Background: an optimization exercise with open tools, aiming at small area and a short achievable clock period. Do not read the settings as production practice. The RTL was checked by simulation tests, not by an equivalence proof against the original design.

== P ==
Design MrSimSimulation, start of the top module:
module MrSimSimulation(input clk, input reset,
    input [63:0] io_enq_dat,
    input  io_enq_val,
    output io_enq_rdy,
    output[63:0] io_deq_dat,
    output io_deq_val,
    input  io_deq_rdy
);
Size in the first run: about 220 flip-flops, about 130 I/O pins, roughly 16000 um^2 of cells after synthesis.
clock: 17.0 ns
lec_check: 0
cap_margin: 20
core_margin: 2
core_utilization: 50
place_density: 0.65
slew_margin: 20
synth_hierarchical: 1
synth_minimum_keep_size: 0
standard.sh (not shown) runs the stock make flow with config.mk's settings and CLKGATE_MAP_FILE= SYNTH_SCRIPT=/design/flow/synth_recipe.tcl, a recipe that flattens the netlist after the stock synthesis.
==> flow/flow/run.sh <==
#!/bin/bash
# Standard synthesis, then the standard layout with the resizer aiming for a setup slack margin,
# small port buffers and a smaller clock tree.
set -euo pipefail
bash standard.sh synth > synth.log 2>&1
bash standard.sh SETUP_SLACK_MARGIN=12.4 BUFFER_PORTS_ARGS='-buffer_cell sky130_fd_sc_hd__buf_1' 'CTS_ARGS=-sink_clustering_enable -repair_clock_nets -dont_use_dummy_load -buf_list sky130_fd_sc_hd__clkbuf_16 -sink_clustering_size 30 -sink_clustering_max_diameter 100' finish > layout.log 2>&1
Changes in Q relative to P:
Settings: changing PLACE_DENSITY from 0.65 to 0.6; changing CORE_UTILIZATION from 50 to 40.
==> flow/flow/run.sh <==
#!/bin/bash
# Standard synthesis, then the standard layout with the resizer aiming for a setup slack margin,
# small port buffers and a smaller clock tree.
set -euo pipefail
bash standard.sh synth > synth.log 2>&1
bash standard.sh SETUP_SLACK_MARGIN=12.3 BUFFER_PORTS_ARGS='-buffer_cell sky130_fd_sc_hd__buf_1' 'CTS_ARGS=-sink_clustering_enable -repair_clock_nets -dont_use_dummy_load -buf_list sky130_fd_sc_hd__clkbuf_16 -sink_clustering_size 30 -sink_clustering_max_diameter 100' finish > layout.log 2>&1
### Flow results
Q went all the way through synthesis, placement and routing and the layout is clean on timing, DRC and antenna. P vs Q, timing startpoint of the critical path: df2[8] vs io_enq_dat[48]. Compared to P, Q has site row count about 13% higher. Wire length for Q: 120 um up relative to P. Compared with P, Q instantiates a larger number of cells. As far as number of H-tree branching levels goes, P and Q are indistinguishable; the numbers are identical. Looking at utilization across P and Q, the one that comes out lower is Q. Compared to P, Q was floorplanned on a bigger die. Higher global-route wire length before repair goes to Q over P.
Here is what was changed in the inputs of R compared with Q.
Settings: CORE_UTILIZATION changed from 40 to 55; PLACE_DENSITY changed from 0.6 to 0.7.
==> flow/flow/run.sh <==
#!/bin/bash
# Standard synthesis, then the standard layout with the resizer aiming for a setup slack margin,
# small port buffers and a smaller clock tree.
set -euo pipefail
bash standard.sh synth > synth.log 2>&1
bash standard.sh SETUP_SLACK_MARGIN=12.5 BUFFER_PORTS_ARGS='-buffer_cell sky130_fd_sc_hd__buf_1' 'CTS_ARGS=-sink_clustering_enable -repair_clock_nets -dont_use_dummy_load -buf_list sky130_fd_sc_hd__clkbuf_8 -sink_clustering_size 40' finish > layout.log 2>&1
==> comparison <==
Against Q, wire length after detailed routing in R rose slightly. Number of rows in the core area, R and Q: larger value in Q. Total core area: R < Q. Comparing R and Q, the lower worst setup slack was measured on Q. The final clock period utilization by the worst path number comes out lower for R vs Q.
--- input diff R..S ---
Settings: PLACE_DENSITY changed from 0.7 to 0.6; CORE_UTILIZATION changed from 55 to 40.
==> flow/flow/run.sh <==
#!/bin/bash
# Standard synthesis, then the standard layout with the resizer aiming for a setup slack margin,
# small port buffers and a smaller clock tree.
set -euo pipefail
bash standard.sh synth > synth.log 2>&1
bash standard.sh SETUP_SLACK_MARGIN=12.4 BUFFER_PORTS_ARGS='-buffer_cell sky130_fd_sc_hd__buf_1' 'CTS_ARGS=-sink_clustering_enable -repair_clock_nets -dont_use_dummy_load -buf_list sky130_fd_sc_hd__clkbuf_16 -sink_clustering_size 30 -sink_clustering_max_diameter 100' finish > layout.log 2>&1
Findings:
- S vs R, CTS clock-pin slew for the worst setup and hold paths went up by 0.05 ns.
- On final setup violation count, S and R are neck and neck.
- Relative to R, source-to-sink clock delay at the later pin of the worst-skew pair has decreased by 0.06 ns in S.
- Summary of S over R: storage element area now smaller, vias after detailed routing now smaller.
- Delta (S minus R): final non-filler cell area saw a decrease, clock network contribution to total cell area now sits lower, number of standard cells in the layout, taps in and fillers out grew by 105, setup slack has decreased.

-- afterwards: timing with drivers on the ports --
In the flow no input, the clock included, has a driving cell. The finished layouts below were timed again as built, in two steps. Step 1, drivers: a clkbuf_16 drives clk and a buf_2 each remaining input, both assumed. Step 2 adds t to the input delays and takes it off the output delays; t is the mean of the earliest and latest rising clock arrival at the registers after step 1. Input paths then give back, and output paths get back, about the clock's delay inside the block. Slacks: ideal / step 1 / step 2; pairs: ideal / step 1.
run	t (ns)	slack for setup (ns)	worst register clock-pin slew, ns	worst data-port slew with drivers (ns)	cell pins on the clock port's net
P	0.508	12.388 / 12.388 / 11.947	0.11 / 0.11	0.13	1
Q	0.504	12.402 / 12.403 / 11.919	0.11 / 0.11	0.05	1
R	0.550	12.496 / 12.496 / 11.970	0.06 / 0.06	0.07	1
S	0.510	12.470 / 12.491 / 11.990	0.11 / 0.11	0.05	1
After both steps every run listed still meets setup and hold. For R, which loses most, drivers alone change the setup slack by 0.000 ns; drivers and shift together by -0.526 ns.
